From an optimization exercise on the open Yosys and OpenROAD flow, aimed at small area and a short achievable clock period; shortcuts taken in it are not production practice.
Only simulation tests tie the RTL to the original design; equivalence was not proved.

run 1:
Design iir_df_i_ref, start of the top module:
module iir_df_i_ref
	#(
		parameter N = 2,
		parameter X_WIDTH = 12,
		parameter Y_WIDTH = 12,
		parameter PRECISION = 32,
		parameter COEFF_WIDTH = 16,
		parameter Q = 14
	)
	(
		 input rst_n,
		 input clk,
		 input signed [X_WIDTH-1:0] x,
		 input [(COEFF_WIDTH*N)-1:0] packed_a_coeffs,
		 input [(COEFF_WIDTH*(N+1))-1:0] packed_b_coeffs,
		 output signed [Y_WIDTH-1:0] y
    );
For scale: ~3600 cells after synthesis, ~200 flip-flops, roughly 35000 µm² of cells after synthesis.
export LEC_CHECK = 0
export CAP_MARGIN = 20
export CORE_MARGIN = 2
export CORE_UTILIZATION = 30
export SLEW_MARGIN = 20
create_clock -name core_clock -period 21.0 [get_ports {clk}]
standard.sh (not shown) runs the stock make flow with config.mk's settings and CLKGATE_MAP_FILE= SYNTH_SCRIPT=/design/flow/synth_recipe.tcl, a recipe that flattens the netlist after the stock synthesis.
==> flow/flow/run.sh <==
#!/bin/bash
# Layout flow: the standard ORFS flow (standard.sh: the standard synthesis,
# floorplan, placement, CTS, routing and finish) with two make variables
# changed on its command line:
#   SETUP_SLACK_MARGIN=13.5   repair_timing keeps improving setup paths until their
#                           slack at the 21 ns clock reaches 13.5 ns, so that the
#                           achieved period (21 ns less the slack) is optimised,
#                           not only the 21 ns constraint;
#   MATCH_CELL_FOOTPRINT=0  lets the resizer replace a cell with a faster one of
#                           another footprint (the port buffers, for instance).
# The clock, the SDC and the synthesis are the standard flow's, unchanged.  make's full
# output goes to standard_finish.log; ORFS keeps each step's log under orfs/logs.
set -uo pipefail
bash standard.sh SETUP_SLACK_MARGIN=13.5 MATCH_CELL_FOOTPRINT=0 finish > standard_finish.log 2>&1
Edits applied to the flow inputs when going from run 1 to run 2:
--- a/flow/flow/run.sh
+++ b/flow/flow/run.sh
@@ -3,6 +3,6 @@
 # floorplan, placement, CTS, routing and finish) with two make variables
 # changed on its command line:
-#   SETUP_SLACK_MARGIN=13.5   repair_timing keeps improving setup paths until their
-#                           slack at the 21 ns clock reaches 13.5 ns, so that the
+#   SETUP_SLACK_MARGIN=14   repair_timing keeps improving setup paths until their
+#                           slack at the 21 ns clock reaches 14 ns, so that the
 #                           achieved period (21 ns less the slack) is optimised,
 #                           not only the 21 ns constraint;
@@ -12,3 +12,3 @@
 # output goes to standard_finish.log; ORFS keeps each step's log under orfs/logs.
 set -uo pipefail
-bash standard.sh SETUP_SLACK_MARGIN=13.5 MATCH_CELL_FOOTPRINT=0 finish > standard_finish.log 2>&1
+bash standard.sh SETUP_SLACK_MARGIN=14 MATCH_CELL_FOOTPRINT=0 finish > standard_finish.log 2>&1
- From run 2 to run 1, fraction of the mapped netlist area in compound gates did not move at all.
- Of run 2 and run 1, it is run 2 that has the higher multi-input gate share of total cell area.
- Relative to run 1, routed wire length on met2 has decreased by 530 µm in run 2.
- Count of buffers added by post-CTS timing repair for setup, run 2 and run 1: larger value in run 2
- Sequential share of layout area is lower on run 2
- Between run 1 and run 2, the total wire length figures differ only marginally.


iir_df_i_ref, a different RTL version from the one above (not shown whole).
Size in the first run: about 3,600 cells after synthesis, roughly 110 I/O pins, about 0.035 mm2 of cells after synthesis.
export LEC_CHECK = 0
export CAP_MARGIN = 20
export CORE_MARGIN = 2
export CORE_UTILIZATION = 30
export SLEW_MARGIN = 20
create_clock -name core_clock -period 21.0 [get_ports {clk}]
==> flow/flow/run.sh <==
#!/bin/bash
# Layout flow: the standard ORFS flow (standard.sh: the standard synthesis,
# floorplan, placement, CTS, routing and finish) with two make variables
# changed on its command line:
#   SETUP_SLACK_MARGIN=13   repair_timing keeps improving setup paths until their
#                           slack at the 21 ns clock reaches 13 ns, so that the
#                           achieved period (21 ns less the slack) is optimised,
#                           not only the 21 ns constraint;
#   MATCH_CELL_FOOTPRINT=0  lets the resizer replace a cell with a faster one of
#                           another footprint (the port buffers, for instance).
# The clock, the SDC and the synthesis are the standard flow's, unchanged.  make's full
# output goes to standard_finish.log; ORFS keeps each step's log under orfs/logs.
set -uo pipefail
bash standard.sh SETUP_SLACK_MARGIN=13 MATCH_CELL_FOOTPRINT=0 finish > standard_finish.log 2>&1
Edit:
--- a/flow/flow/run.sh
+++ b/flow/flow/run.sh
@@ -4,4 +4,4 @@
 # changed on its command line:
-#   SETUP_SLACK_MARGIN=13   repair_timing keeps improving setup paths until their
-#                           slack at the 21 ns clock reaches 13 ns, so that the
+#   SETUP_SLACK_MARGIN=14   repair_timing keeps improving setup paths until their
+#                           slack at the 21 ns clock reaches 14 ns, so that the
 #                           achieved period (21 ns less the slack) is optimised,
@@ -13,2 +13,2 @@
 set -uo pipefail
-bash standard.sh SETUP_SLACK_MARGIN=13 MATCH_CELL_FOOTPRINT=0 finish > standard_finish.log 2>&1
+bash standard.sh SETUP_SLACK_MARGIN=14 MATCH_CELL_FOOTPRINT=0 finish > standard_finish.log 2>&1
After rerunning: Utilization goes up by 1.5 points. Global-route usage goes up by 0.18 points. Sequential share of layout area goes down by 0.51 points. Synthesized area stays the same. Cell area goes up by about 4.6%. Die area is unchanged.

[static timing again, ports no longer ideal]
In the flow no input, the clock included, has a driving cell. The finished layouts below were timed again as built, in two steps.
Step 1, drivers: a clkbuf_16 drives clk and a buf_2 each remaining input, both assumed.
Step 2 also shifts input and output timing later by t, the mid clock arrival at the registers, as if the neighbouring blocks saw the same clock.
Slacks: no drivers / after step 1 / after step 2; pairs: no drivers / after step 1.
| run | shift t [ns] | setup slack, ns | latest minus earliest clock arrival (ns) |
|---|---|---|---|
| run 1 | 0.612 | 13.292 / 13.220 / 13.048 | 0.031 / 0.030 |
| run 2 | 0.627 | 13.221 / 13.144 / 13.201 | 0.027 / 0.027 |
| the first run of note 2 | 0.609 | 13.067 / 12.999 / 12.781 | 0.031 / 0.030 |
| the second run of note 2 | 0.595 | 13.397 / 13.329 / 13.220 | 0.026 / 0.026 |
After both steps setup and hold are still met in every run listed. The setup slack of the first run of note 2, which loses most, moves by -0.068 ns with the drivers and by -0.286 ns with both steps.
